This design comes from an exercise in tuning for small area on the open sky130 flow, not from production work. Function was checked by simulation only, so behaviour that the tests miss may differ from the original. No activity file was given, so power comes from the tool's default toggle rates.

==> flow/design.v, too long to show whole: its modules and the start of the top module <==
// module gci_std_display_font: 738 lines
// module gci_std_display_character: 127 lines
module gci_std_display_character #(
		parameter P_AREA_H = 640,
		parameter P_AREA_V = 480,
		parameter P_AREAA_HV_N = 19,
		parameter P_MEM_ADDR_N = 23
	)(
		input wire iCLOCK,
		input wire inRESET,
		input wire iRESET_SYNC,
		input wire iIF_VALID,
		output wire oIF_BUSY,
		input wire [13:0] iIF_ADDR,	 
		input wire [31:0] iIF_DATA,
		output wire oIF_FINISH,
		output wire oIF_VALID,
		input wire iIF_BUSY,
		output wire [P_MEM_ADDR_N-1:0] oIF_ADDR,
		output wire [23:0] oIF_DATA
	);
  // ...
==> flow/flow/run.sh <==
#!/bin/bash
# Own flow: the standard flow with two changes.
# 1. Synthesis: ORFS's synthesis script as the standard synthesis runs it, but with
#    an area-oriented ABC script (a few are tried, optionally without Yosys's
#    full-adder extraction) in place of ORFS's delay-oriented one; the smallest
#    netlist whose registers are exactly the standard synthesis's is kept.
#    No buffers are added for outputs that share a net (OpenROAD reads the
#    assign statements; the port buffers follow in placement).
# 2. Layout: the smallest buffer on the ports, and a clock tree of clkbuf_8.
set -euo pipefail
W=$(pwd)
R=$W/orfs/results/$FLOW_PLATFORM/gci_std_display_character/base
REP=$W/orfs/reports/$FLOW_PLATFORM/gci_std_display_character/base
bash standard.sh synth > $W/std_synth.log 2>&1
cp $R/1_2_yosys.v $W/std_1_2_yosys.v
cp $R/1_2_yosys.sdc $W/std_1_2_yosys.sdc
cp $REP/synth_stat.txt $W/std_synth_stat.txt
std_area=$(sed -n "s/.*Chip area for module .*: \([0-9.]*\).*/\1/p" $W/std_synth_stat.txt | tail -1)
echo "standard $std_area" > $W/synth_areas.txt
best=""; best_area=$std_area
for s in nfm nf amap; do
  for fa in 0 1 2; do
    t=synth_${s}_fa${fa}
    # fa: 0 = Yosys's adder extraction as is, 1 = none, 2 = full adders only
    xfa="extract_fa {*}[dont_use_extract_fa_args]"
    [[ $fa == 1 ]] && xfa=""
    [[ $fa == 2 ]] && xfa="extract_fa -fa {*}[dont_use_extract_fa_args]"
    sed -e "s#^\(\s*\)extract_fa {\*}\[dont_use_extract_fa_args\]#\1$xfa#" \
        -e "s#^\(\s*\)insbuf -buf #\1\# insbuf -buf #" \
        -e "s#^\(\s*\)log_cmd abc {\*}\$abc_args#\1log_cmd abc -script $W/flow/$s.abc {*}[lrange \$abc_args 2 end]#" \
        $FLOW_HOME/scripts/synth.tcl > $W/$t.tcl
    sed -e "s#^source \$::env(SCRIPTS_DIR)/synth.tcl#source $W/$t.tcl#" $W/synth_recipe.tcl > $W/my_$t.tcl
    rm -f $R/1_2_yosys.v $R/1_2_yosys.sdc $R/1_synth.odb $R/1_synth.sdc
    if bash standard.sh "SYNTH_SCRIPT=$W/my_$t.tcl" $R/1_2_yosys.v > $W/$t.log 2>&1 \
       && cp $R/1_2_yosys.v $W/$t.v && cp $REP/synth_stat.txt $W/$t.stat \
       && python3 $W/flow/same_regs.py $W/std_1_2_yosys.v $W/$t.v > $W/$t.regs 2>&1; then
      a=$(sed -n "s/.*Chip area for module .*: \([0-9.]*\).*/\1/p" $W/$t.stat | tail -1)
      echo "$t $a" >> $W/synth_areas.txt
      # (far smaller than the standard netlist would mean lost logic)
      if python3 -c "import sys; sys.exit(0 if $a < $best_area and $a > 0.5 * $std_area else 1)"; then
        best=$t; best_area=$a
      fi
    fi
  done
done
echo "chosen ${best:-standard} $best_area" >> $W/synth_areas.txt
rm -f $R/1_2_yosys.v $R/1_2_yosys.sdc $R/1_synth.odb $R/1_synth.sdc
if [[ -n "$best" ]]; then cp $W/$best.v $R/1_2_yosys.v; else cp $W/std_1_2_yosys.v $R/1_2_yosys.v; fi
cp $W/std_1_2_yosys.sdc $R/1_2_yosys.sdc
bash standard.sh finish "BUFFER_PORTS_ARGS=-buffer_cell sky130_fd_sc_hd__buf_1" \
  "CTS_ARGS=-sink_clustering_enable -repair_clock_nets -dont_use_dummy_load -buf_list sky130_fd_sc_hd__clkbuf_8 -sink_clustering_size 30" \
  > $W/std_finish.log 2>&1
==> flow/flow/amap.abc <==
strash
dch
amap
topo
==> flow/flow/nf.abc <==
strash
&get -n
&dch -f
&nf -a -R 1000
&put
topo
==> flow/flow/nfm.abc <==
strash
&get -n
&dch -f
&nf -p -R 1000
&put
mfs3 -ae
topo
==> flow/flow/same_regs.py <==
import re, sys
def regs(path):
    s=open(path).read()
    out=set()
    for m in re.finditer(r'\b(sky130_fd_sc_hd__(?:df|edf|sdf|sedf|dl)\w*)\s+(\\\S+|\w+)\s*\(', s):
        out.add((m.group(1), m.group(2)))
    return out
a=regs(sys.argv[1]); b=regs(sys.argv[2])
print(len(a), "registers in the standard netlist,", len(b), "in the re-mapped one")
if a!=b:
    print("differ:", sorted(a^b)); sys.exit(1)
print("same")
==> flow/standard.sh <==
#!/bin/bash
# synth_recipe.tcl (not shown) runs the flow's synth.tcl, then flattens the netlist and writes it again
# the make line also repeats each setting of config.mk as NAME=value (left out here)
make -C /OpenROAD-flow-scripts/flow DESIGN_CONFIG=/design/flow/config.mk WORK_HOME=/design/flow/orfs CLKGATE_MAP_FILE= SYNTH_SCRIPT=/design/flow/synth_recipe.tcl "${@:-finish}"
==> flow/config.mk <==
export PLATFORM = sky130hd
export DESIGN_NAME = gci_std_display_character
export DESIGN_NICKNAME = gci_std_display_character
export VERILOG_FILES = /design/flow/design.v
export SDC_FILE = /design/flow/constraint.sdc
export NUM_CORES = 4
export LEC_CHECK = 0
export ABC_AREA = 1
export CAP_MARGIN = 20
export CORE_MARGIN = 2
export CORE_UTILIZATION = 30
export GPL_TIMING_DRIVEN = 0
export PLACE_DENSITY = 0.45
export SETUP_SLACK_MARGIN = 0.4
export SLEW_MARGIN = 20
export SYNTH_MEMORY_MAX_BITS = 32768
==> flow/constraint.sdc <==
create_clock -name core_clock -period 10.0 [get_ports {iCLOCK}]
set_input_delay 2.0000 -clock core_clock [delete_from_list [all_inputs] [get_ports {iCLOCK}]]
set_output_delay 2.0000 -clock core_clock [all_outputs]
set_load 0.01 [all_outputs]
==> impl_metrics.yaml, run 1 <==
critical_path:
  cpMostUsedCell: "fa_1"
  max_stage_delay_ns: 1.09
  worst-path-max-fanout: 23
  rr_startpoint: "b_pixel[6]"
  cpMaxStageDelayCell: "dfxtp_1"
  crit_path_end_kind: "output port"
  critPathRequiredTime_ns: 8.00
finish:
  n_all_inverters: 58
  comb.multi_input.count: 677
  diodes: 2
  final-seq-area_sq_um: 1550
  layout_commonest_cell: "nand2_1"
  largest-register: "b_base"
  nNetsFinal: 969
  largest_register_ffs: 14
synth:
  synthCells: 787
  syn_avg_cell_area_sq_um: 7.30
  netlist_area_sq_um: 5750
status:
  status: "finished with violations"
  so_faults: "capacitance limit, slew limit"
sta:
  maxSlewViolCount: 2
  worst_slack_ns: 1.07
cts:
  clock_sinks: 54
  htree_levels: 2
placement:
  preCtsSetupSlack_ns: 1.56
routing:
  wl_met2_mm: 16.8
  top_layer: "met4"
  routed_via_density: 7.10
  wl_mm: 41.5
  wl_per_cell_um: 36.6
power:
  pg_comb_w: 0.00145
  powerClk_w: 0.000106
global_routing:
  grtUsageTotal: 0.406
run:
  maxCapViolations: 1
die:
  core-area_sq_um: 18800
  num_rows: 50
==> run 2, diff against run 1 <==
--- a/flow/config.mk
+++ b/flow/config.mk
@@ -7,5 +7,5 @@
 export LEC_CHECK = 0
 export ABC_AREA = 1
-export CAP_MARGIN = 20
+export CAP_MARGIN = 40
 export CORE_MARGIN = 2
 export CORE_UTILIZATION = 30
@@ -13,4 +13,4 @@
 export PLACE_DENSITY = 0.45
 export SETUP_SLACK_MARGIN = 0.4
-export SLEW_MARGIN = 20
+export SLEW_MARGIN = 40
 export SYNTH_MEMORY_MAX_BITS = 32768
==> run 2 against run 1 <==
Now clean on timing, DRC and antenna. Clock power is essentially flat. Final area is 0.90% higher. Utilization increased by 0.32 points.
==> impl_metrics.yaml, run 2 <==
finish:
  fillers: 2077
  largest-register: "b_base"
  multi_input_area_sq_um: 4050
  final-seq-area_sq_um: 1560
  layout_common_cells: "nand2_1, buf_1, nor2_1"
  fin_cells: 1137
  largest_register_ffs: 14
  nNetsFinal: 971
  final_area_sq_um: 6720
  top_regs: "b_base (14), b_back (12), b_fore (12)"
  drive_above_1_share: 0.0411
  layout_commonest_cell: "nand2_1"
  area_delta_synth_final_pct: 16.9
power:
  switchingPower_w: 0.00124
  leakage_nw: 2.15
  pwr-share-clk: 0.054
  swShare: 0.634
  p_comb_frac: 0.731
  seq_power_share: 0.215
  irDropWorstVdd_mv: 0.208
  p_int_w: 0.000716
  power_density_nw_per_um2: 291
cts:
  cts_tree: "done"
  clkSlewWorstSetupHoldPaths_ns: 0.09
  clock_sinks: 54
  cts_buffer_depth: 2
  holdBufCountCts: 0
  cts_root_buf: "clkbuf_8"
  clk_latency_ns: 0.31
  htree_levels: 2
  cts_setup_buffers: 0
  cts-resized-gates: 0
  cts-buffers-inserted: 5
global_routing:
  grt_max_degree: 38
  grt_pass1_vias: 7603
  grt_overflow: 0
  antenna_found_initial: 2
  grt_pass1_wl_mm: 56.6
  grtUsageTotal: 0.402
critical_path:
  cp-start-kind: "flip-flop"
  max_stage_delay_ns: 0.72
  worst-path-max-fanout: 23
  crit_path_cell_trace: "clkinv_1 -> fa_1 -> clkinv_1 -> fa_1 -> fa_1 -> clkinv_1 -> fa_1 -> clkinv_1 -> fa_1 -> nand2b_1 -> fa_1 -> nand2b_1 -> fa_1 -> fa_1 -> nor4_1 -> nor2_1 -> buf_1"
  crit_type: "flip-flop to output port"
  crit_path_end_kind: "output port"
  r2r_slack_ns: 3.27
  cpMaxStageDelayCell: "dfxtp_2"
  arrival_ns: 6.30
  critPathRequiredTime_ns: 8.00
  cpMostUsedCell: "fa_1"
routing:
  drt-pass1-iter-count: 7
  drt_iter0_markers: 1384
  dr_total_vias: 8083
  wl_mm: 41.1
  drc: 0
  ant_nets: 0
  routed_via_density: 7.11
  wl_per_cell_um: 36.1
placement:
  dpl_cell_area_sq_um: 6640
  place_hpwl_mm: 31.1
  io_buffers: 96
  dp_cells: 1130
  gp_congestion: 1.15
sta:
  clock.fmax_mhz: 120
  min_period_ns: 8.30
  relSlewSlack: 0.296
  maxSlewViolCount: 0
  fin_tns_setup_ns: 0
  tightest_slew_ns: 1.05
  period_share: 0.830
  clock_skew_ns: 0.0283
  setup_violations: 0
  finalHoldViolations: 0
  rsz0062_at_grt: "no"
die:
  io_pins: 101
  num_rows: 50
  die-width_um: 142
  die_area_sq_um: 20300
  start_util: 0.306
  core-area_sq_um: 18800
  die_h_um: 142
synth:
  yosysWarnings: 1
  netlist_area_sq_um: 5750
  synthCells: 787
  syn_avg_cell_area_sq_um: 7.30
worst_hold_path:
  hp-class: "flip-flop to flip-flop"
status:
  status: "no timing/DRC/antenna violations"
run:
  maxCapViolations: 0
[run 2: cell type report]
class                           instances  share of cell area
Antenna cell                            2            0.000745
Sequential cell                        54               0.232
Inverter                               58              0.0326
Timing Repair Buffer                  107              0.0784
Multi-Input combinational cell        677               0.602
Clock buffer                            5              0.0102
Tap cell                              234              0.0436
[run 2: per-layer routing]
metal / vias up / track usage / wire length, um
met5: - / 0 / 18
met4: 2 / 0.288 / 3990
met3: 256 / 0.169 / 6140
met2: 857 / 0.589 / 16700
met1: 3786 / 0.471 / 14200
li1: 3182 / - / -
[run 2: final timing paths]
path                       startpoint      endpoint  cells after the start
min                            b_busy    b_pixel[0]                      1
min in group asynchronous     inRESET        b_busy                      1
max in group asynchronous     inRESET        b_busy                      1
max reg2reg                b_pixel[4]    b_pixel_on                     17
min reg2reg                    b_busy    b_pixel[0]                      1
max                        b_pixel[6]  oIF_ADDR[18]                     17
[run 2: critical path: cells and delay by family (launching register included)]
family | cells | cell delay [ns]
buffers and inverters | 5 | 0.92
AND/OR/NAND/NOR | 4 | 0.76
flip-flops | 1 | 0.72
adder cells (fa/ha/maj) | 8 | 3.60
[run 2: power groups by stage]
stage	sequential [W]	clock [W]	combinational, W
floorplan	0.000371	0	0.000763
global placement	0.000450	0	0.00131
detailed placement	0.000418	0	0.00133
CTS	0.000413	0.000110	0.00134
global route	0.000421	0.000117	0.00148
finish	0.000420	0.000106	0.00143
[run 2: metrics by stage]
step / hold WS [ns] / setup WS [ns] / util / power (W)
after global routing: 0.655 / 1.48 / 0.358 / 0.00202
after CTS: 0.627 / 1.72 / 0.357 / 0.00186
after floorplan: 0.578 / 2.23 / - / 0.00113
final: 0.610 / 1.70 / 0.358 / 0.00195
after detailed placement: 0.627 / 2.02 / 0.354 / 0.00175
after global placement: 0.621 / 1.55 / 0.341 / 0.00176

## port drivers added, routing unchanged
The flow's constraints put no driver on any port. The routed layouts listed below were extracted and timed again, unchanged, in two steps.
Step 1: set_driving_cell puts a clkbuf_16 on iCLOCK and a buf_2 on each other input, an assumption about the parent block.
Step 2 adds t to the input delays and takes it off the output delays; t is the mean of the earliest and latest rising clock arrival at the registers after step 1. Input paths then give back, and output paths get back, about the clock's delay inside the block.
a / b / c = ideal / step 1 / step 2; a / b = the first two.
run | t (ns) | setup slack, ns | hold WS [ns] | worst setup path after step 2
run 1 | 0.328 | 1.067 / 1.034 / 1.362 | 0.635 / 0.635 / 0.635 | register to output
run 2 | 0.324 | 1.699 / 1.669 / 1.993 | 0.610 / 0.610 / 0.610 | register to output
